This design comes from an exercise in tuning for small area on the open sky130 flow, not from production work.
At most, simulation tests tie the RTL to the original design; equivalence was not proved.

==> trial 50: inputs <==
## lcd_axi
module lcd_axi (
        input  logic        clk,
        input  logic        rst_n,
        input  logic [3:0]   s_arid,
        input  logic [31:0] s_araddr,
        input  logic         s_arvalid,
        output logic         s_arready,
        output logic [3:0]   s_rid,
        output logic [31:0]  s_rdata,
        output logic [1:0] s_rresp,
        output logic         s_rlast,
        output logic         s_rvalid,
        input  logic         s_rready,
        input  logic [31:0] s_awaddr,
        input  logic         s_awvalid,
        output logic         s_awready,
        input  logic [31:0]  s_wdata,
        input  logic [3:0]   s_wstrb,
        input  logic         s_wlast,
        input  logic         s_wvalid,
        output logic         s_wready,
        output logic [3:0]   s_bid,
        output logic [1:0] s_bresp,
        output logic         s_bvalid,
        input  logic         s_bready,
        input  logic         cpu_work,
        input  logic         cpu_draw,
        input  logic [31:0]  touch_reg,
        output logic         lcd_rst,
        output logic         lcd_cs,
        output logic         lcd_rs,
        output logic         lcd_wr,
        output logic         lcd_rd,
        output logic [15:0]  lcd_data_o,
        output logic         lcd_data_oe,
        output logic         lcd_bl_ctr
    );
==> flow/config.mk <==
export PLATFORM = sky130hd
export DESIGN_NAME = lcd_axi
export DESIGN_NICKNAME = lcd_axi
export VERILOG_FILES = /design/flow/design.v
export SDC_FILE = /design/flow/constraint.sdc
export NUM_CORES = 4
export LEC_CHECK = 0
export CAP_MARGIN = 20
export CORE_MARGIN = 2
export CORE_UTILIZATION = 40
export SLEW_MARGIN = 20
export SYNTH_MEMORY_MAX_BITS = 32768
==> flow/constraint.sdc <==
create_clock -name core_clock -period 8.0 [get_ports {clk}]
set_input_delay 1.6000 -clock core_clock [delete_from_list [all_inputs] [get_ports {clk}]]
set_output_delay 1.6000 -clock core_clock [all_outputs]
set_load 0.01 [all_outputs]
run.sh (not shown) runs the stock make flow with config.mk's settings and CLKGATE_MAP_FILE= SYNTH_SCRIPT=/design/flow/synth_recipe.tcl, a recipe that flattens the netlist after the stock synthesis.
==> inputs of trial 4, as changes to trial 50 <==
--- a/flow/design.v
+++ b/flow/design.v
@@ -30,16 +30,39 @@
         output logic         lcd_cs,
         output logic         lcd_rs,
         output logic         lcd_wr,
         output logic         lcd_rd,
         output logic [15:0]  lcd_data_o,
         output logic         lcd_data_oe,
         output logic         lcd_bl_ctr
     );
+    function automatic logic [31:0] inc32(input logic [31:0] a, input logic cin);
+        logic c;
+        c = cin;
+        for (integer i = 0; i < 32; i++) begin
+            inc32[i] = a[i] ^ c;
+            c = c & a[i];
+        end
+    endfunction
+    function automatic logic [18:0] inc19(input logic [18:0] a, input logic cin);
+        logic c;
+        c = cin;
+        for (integer i = 0; i < 19; i++) begin
+            inc19[i] = a[i] ^ c;
+            c = c & a[i];
+        end
+    endfunction
+    function automatic logic lt32(input logic [31:0] a, input logic [31:0] b);
+        logic l;
+        l = 1'b0;
+        for (integer i = 0; i < 32; i++)
+            l = (~a[i] & b[i]) | (~a[i] & l) | (b[i] & l);
+        lt32 = l;
+    endfunction
     logic srst;                  
     assign srst = ~rst_n | ~cpu_work;
     logic        r_data;         
     logic        rv;             
     logic [3:0]  rid_q;
     logic [31:0] rdata_q;
     logic        ra_lcd, ra_touch;
     always_ff @(posedge clk) begin
@@ -364,37 +387,35 @@
                         else if (h_cls[3])
                             nst = {1'b1, h_cls[2:1], 2'b00};
                         else
                             nst = {2'b00, h_cls[2:0]};
                     end
                 end
                 S_SCAN_I: nst = hold ? S_SCAN_I : S_SCAN_D;
                 S_COL_I:  nst = hold ? S_COL_I : S_COL_D;
-                S_COL_D:  nst = (hold | (gs_sel & (draw_counter < gsize))) ? S_COL_D : S_IDLE;
+                S_COL_D:  nst = (hold | (gs_sel & lt32(draw_counter, gsize))) ? S_COL_D : S_IDLE;
                 default:  nst = hold ? st : S_IDLE;
             endcase
         end
     end
     always_ff @(posedge clk) begin
         if (srst) begin
             st           <= S_IDLE;
             id_delay     <= 1'b0;
             gs_sel       <= 1'b0;
             draw_counter <= 32'd0;
         end
         else begin
             st       <= nst;
             id_delay <= (st != nst);
             if (dt == 2'd0)
                 gs_sel <= (bst == B_DG);
-            if (nst == S_IDLE)
-                draw_counter <= 32'd0;
-            else if ((nst == S_COL_D) & if_wco & cpu_draw)
-                draw_counter <= draw_counter + 32'd1;
+            draw_counter <= {32{nst != S_IDLE}} &
+                            inc32(draw_counter, (nst == S_COL_D) & if_wco & cpu_draw);
         end
     end
     logic pix;
     always_comb begin
         case (cy)
             6'd6:  pix = (cx == 5'd13);
             6'd7:  pix = (cx == 5'd12) | (cx == 5'd13);
             6'd8:  pix = (cx >= 5'd9) & (cx <= 5'd13);
@@ -404,35 +425,24 @@
             default: pix = (cy >= 6'd10) & (cy <= 6'd30) & (cx >= 5'd11) & (cx <= 5'd13);
         endcase
     end
     logic        r_white;
     logic [15:0] r_rom;
     logic [15:0] rpix;
     logic        rrs;
     assign r_white = ~rstart | (addra >= 19'd19);
-    always_comb begin
-        case (addra[4:0])
-            5'd0:  r_rom = 16'h3600;
-            5'd2:  r_rom = 16'h2a00;
-            5'd4:  r_rom = 16'h2a01;
-            5'd6:  r_rom = 16'h2a02;
-            5'd7:  r_rom = 16'h0001;
-            5'd8:  r_rom = 16'h2a03;
-            5'd9:  r_rom = 16'h00df;
-            5'd10: r_rom = 16'h2b00;
-            5'd12: r_rom = 16'h2b01;
-            5'd14: r_rom = 16'h2b02;
-            5'd15: r_rom = 16'h0003;
-            5'd16: r_rom = 16'h2b03;
-            5'd17: r_rom = 16'h001f;
-            5'd18: r_rom = 16'h2c00;
-            default: r_rom = 16'h0000;
-        endcase
-    end
+    logic [4:0] ra;
+    logic [7:0] r_hi, r_lo_e, r_lo_o;
+    assign ra = addra[4:0];
+    assign r_hi   = (ra == 5'd0) ? 8'h36 : (ra <= 5'd8) ? 8'h2a : (ra <= 5'd16) ? 8'h2b : 8'h2c;
+    assign r_lo_e = (ra == 5'd0) ? 8'h00 : {6'd0, ra[2:1] - 2'd1};
+    assign r_lo_o = (ra == 5'd7) ? 8'h01 : (ra == 5'd9) ? 8'hdf : (ra == 5'd15) ? 8'h03 :
+                    (ra == 5'd17) ? 8'h1f : 8'h00;
+    assign r_rom  = ra[0] ? {8'h00, r_lo_o} : {r_hi, r_lo_e};
     assign rpix = r_white ? 16'hffff : r_rom;
     assign rrs  = r_white | addra[0];
     logic        id_we, id_wr, id_rs, id_fm;
     logic [15:0] id_data;
     always_comb begin
         id_we   = (st != S_IDLE);
         id_wr   = 1'b1;
         id_rs   = 1'b0;
@@ -493,111 +503,100 @@
             mux_delay <= 1'b0;
     end
     logic        m_we, m_wr, m_rs, m_fm;
     logic [15:0] m_data;
     assign m_we   = cpu_draw & id_we;
     assign m_wr   = cpu_draw & id_wr;
     assign m_rs   = cpu_draw & id_rs;
     assign m_fm   = cpu_draw & id_fm;
-    assign m_data = cpu_draw ? id_data : 16'h0000;
-    localparam logic [2:0] I_IDLE = 3'd0, I_WD = 3'd1, I_SW = 3'd2, I_WR = 3'd3,
-                           I_SR = 3'd4, I_RD = 3'd5;
-    logic [2:0] ist, inst_n;
+    assign m_data = id_data;     
+    logic       i_wd, i_sw, i_wr, i_sr, i_rd, i_idle;
+    logic       n_wd, n_sw, n_wr, n_sr, n_rd, n_idle;
     logic       fm_q;
     logic [3:0] tc;
     logic       rnum2;
     logic [1:0] rc;
     logic       irs;
     logic [15:0] idata;
     logic [3:0] if_dt;
-    logic       tc_hit;
+    logic       tc_hit, rc_eq;
     always_ff @(posedge clk) begin
         if (~rst_n)
             lcd_bl_ctr <= 1'b0;
         else
             lcd_bl_ctr <= 1'b1;
     end
     assign lcd_rst = rst_n;
-    always_comb begin
-        case (ist)
-            I_SR:    if_dt = fm_q ? 4'd8 : 4'd3;
-            I_RD:    if_dt = fm_q ? 4'd13 : 4'd5;
-            default: if_dt = 4'd0;
-        endcase
-    end
+    assign i_idle = ~(i_wd | i_sw | i_wr | i_sr | i_rd);
+    assign if_dt  = i_sr ? (fm_q ? 4'd8 : 4'd3) : (fm_q ? 4'd13 : 4'd5);
     assign tc_hit = (tc == if_dt);
-    always_comb begin
-        case (ist)
-            I_IDLE:  inst_n = m_we ? I_WD : I_IDLE;
-            I_WD:    inst_n = I_SW;
-            I_SW:    inst_n = I_WR;
-            I_WR:    inst_n = m_wr ? I_IDLE : I_SR;
-            I_SR:    inst_n = tc_hit ? I_RD : I_SR;
-            I_RD:    inst_n = tc_hit ? ((rc == {rnum2, ~rnum2}) ? I_IDLE : I_SR) : I_RD;
-            default: inst_n = I_IDLE;
-        endcase
-    end
+    assign rc_eq  = (rc == {rnum2, ~rnum2});
+    assign n_wd   = i_idle & m_we;
+    assign n_sw   = i_wd;
+    assign n_wr   = i_sw;
+    assign n_sr   = (i_wr & ~m_wr) | (i_sr & ~tc_hit) | (i_rd & tc_hit & ~rc_eq);
+    assign n_rd   = (i_sr & tc_hit) | (i_rd & ~tc_hit);
+    assign n_idle = (i_idle & ~m_we) | (i_wr & m_wr) | (i_rd & tc_hit & rc_eq);
     always_ff @(posedge clk) begin
         if (~rst_n) begin
-            ist     <= I_IDLE;
+            i_wd    <= 1'b0;
+            i_sw    <= 1'b0;
+            i_wr    <= 1'b0;
+            i_sr    <= 1'b0;
+            i_rd    <= 1'b0;
             fm_q    <= 1'b0;
             tc      <= 4'd0;
             rnum2   <= 1'b0;
             rc      <= 2'd0;
             irs     <= 1'b0;
             idata   <= 16'h0000;
             if_busy <= 1'b0;
         end
         else begin
-            ist  <= inst_n;
+            i_wd <= n_wd;
+            i_sw <= n_sw;
+            i_wr <= n_wr;
+            i_sr <= n_sr;
+            i_rd <= n_rd;
             fm_q <= m_fm;
-            if ((ist == I_SR) | (ist == I_RD))
+            if (i_sr | i_rd)
                 tc <= tc_hit ? 4'd0 : (tc == 4'd15) ? tc : tc + 4'd1;
             else
                 tc <= 4'd0;
-            if (inst_n == I_SR)
+            if (n_sr)
                 rnum2 <= cpu_draw & id_fm;
-            case (inst_n)
-                I_SR: ;
-                I_RD: if ((ist == I_SR) & (rc != 2'd3)) rc <= rc + 2'd1;
-                default: rc <= 2'd0;
-            endcase
-            case (inst_n)
-                I_IDLE: begin
-                    irs     <= 1'b0;
-                    idata   <= 16'h0000;
-                    if_busy <= 1'b0;
-                end
-                I_WD: begin
-                    irs     <= m_rs;
-                    idata   <= m_data;
-                    if_busy <= 1'b1;
-                end
-                I_SW: begin
-                    if_busy <= 1'b1;
-                end
-                I_WR: begin
-                    if_busy <= ~m_wr;
-                end
-                default: begin  
-                    irs     <= 1'b1;
-                    idata   <= 16'h0000;
-                    if_busy <= 1'b1;
-                end
-            endcase
+            if (n_rd) begin
+                if (i_sr & (rc != 2'd3))
+                    rc <= rc + 2'd1;
+            end
+            else if (~n_sr)
+                rc <= 2'd0;
+            if (n_wd) begin
+                irs   <= m_rs;
+                idata <= m_data;
+            end
+            else if (n_sr | n_rd) begin
+                irs   <= 1'b1;
+                idata <= 16'h0000;
+            end
+            else if (n_idle) begin
+                irs   <= 1'b0;
+                idata <= 16'h0000;
+            end
+            if_busy <= ~n_idle & ~(i_sw & m_wr);
         end
     end
-    assign if_wco      = (ist == I_SW);
-    assign lcd_cs      = (ist == I_IDLE);
+    assign if_wco      = i_sw;
+    assign lcd_cs      = i_idle;
     assign lcd_rs      = irs;
-    assign lcd_wr      = (ist != I_SW);
-    assign lcd_rd      = (ist != I_SR);
+    assign lcd_wr      = ~i_sw;
+    assign lcd_rd      = ~i_sr;
     assign lcd_data_o  = idata;
-    assign lcd_data_oe = (ist == I_WD) | (ist == I_SW) | (ist == I_WR);
+    assign lcd_data_oe = i_wd | i_sw | i_wr;
     logic       get_done;
     assign get_done = (cy == 6'd5) & (cx == 5'd0);
     assign color_ok      = (xy == X_OK) & (cst == CS_WC);
     assign write_str_end = (xy == X_OK) & (cst == CS_IDLE);
     always_ff @(posedge clk) begin
         if (~rst_n) begin
             cst     <= CS_IDLE;
             xy      <= X_IDLE;
@@ -675,19 +674,18 @@
             addra  <= 19'd0;
         end
         else begin
             case (rst_q)
                 R_IDLE: begin
                     if (enable) begin
                         rst_q  <= R_ADDR;
                         rstart <= 1'b1;
-                        if (rstart)
-                            addra <= addra + 19'd1;
                     end
+                    addra <= inc19(addra, enable & rstart);
                 end
                 R_ADDR: rst_q <= R_DATA;
                 default: begin
                     rst_q <= R_IDLE;
                     if (addra == 19'd384018) begin
                         addra  <= 19'd0;
                         rstart <= 1'b0;
                     end
==> flow/config.mk (replaced) <==
export PLATFORM = sky130hd
export DESIGN_NAME = lcd_axi
export DESIGN_NICKNAME = lcd_axi
export VERILOG_FILES = /design/flow/design.v
export SDC_FILE = /design/flow/constraint.sdc
export NUM_CORES = 4
export LEC_CHECK = 0
export CAP_MARGIN = 20
export CORE_MARGIN = 2
export CORE_UTILIZATION = 60
export SLEW_MARGIN = 20
export SYNTH_MEMORY_MAX_BITS = 32768
==> comparison table <==
metric	trial 4	trial 50
Fmax achieved	126 MHz	217 MHz
Share of cell area taken by flip-flops and latches	43.8%	41.0%
Result of the run	no timing/DRC/antenna violations	no timing/DRC/antenna violations
Seq. cell area	0.00789 sq mm	0.00805 sq mm
HPWL reported at the end of detailed placement	22,600 microns	27,300 microns
Adder and majority gate portion of the synthesized area	7.32%	5.26%
Signal arrival time at the worst endpoint	8.40 ns	3.01 ns
GP Congestion	0.899	0.852
Stage delay of the slowest cell on the critical path	0.30 ns	0.61 ns
Simple-Gate Fraction of Synth Area	16.1%	17.4%
Sequential cells	318	326
Average detailed-routed wire length per instance	16.9 microns	17.2 microns
Number of instances in the placed design	1,839	2,217
Post-route fraction of the period consumed by the critical path	98.9%	57.7%
Number of nets in the final layout	1,782	1,946
Die extent in y	158 microns	204 microns
Instance count of the mapped netlist	1,347	1,559
Layout multi-input combinational cell count	902	1,062
The RTL of trial 4 was laid out without a check of its function.

-- static timing again, ports no longer ideal --
The results above use ideal ports. As a check the final layouts listed here were re-extracted and re-timed, cells and wires unchanged.
Step 1 (the two cells are an assumption about what drives the block):
set clk [get_ports {clk}]
set_driving_cell -lib_cell sky130_fd_sc_hd__clkbuf_16 $clk
set_driving_cell -lib_cell sky130_fd_sc_hd__buf_2 [delete_from_list [all_inputs] $clk]
Step 2 adds t to the input delays and takes it off the output delays; t is the mean of the earliest and latest rising clock arrival at the registers after step 1. Input paths then give back, and output paths get back, about the clock's delay inside the block.
Slacks: no drivers / after step 1 / after step 2; pairs: no drivers / after step 1.
| run | t (ns) | setup WS [ns] | latest minus earliest clock arrival (ns) |
|---|---|---|---|
| trial 50 | 0.599 | 3.387 / 3.346 / 2.881 | 0.023 / 0.023 |
| trial 4 | 0.610 | 0.086 / 0.102 / -0.508 | 0.012 / 0.012 |
Met with ideal ports but missed after step 2: setup timing in trial 4. For trial 4, which loses most, drivers alone change the setup slack by +0.016 ns; drivers and shift together by -0.594 ns.
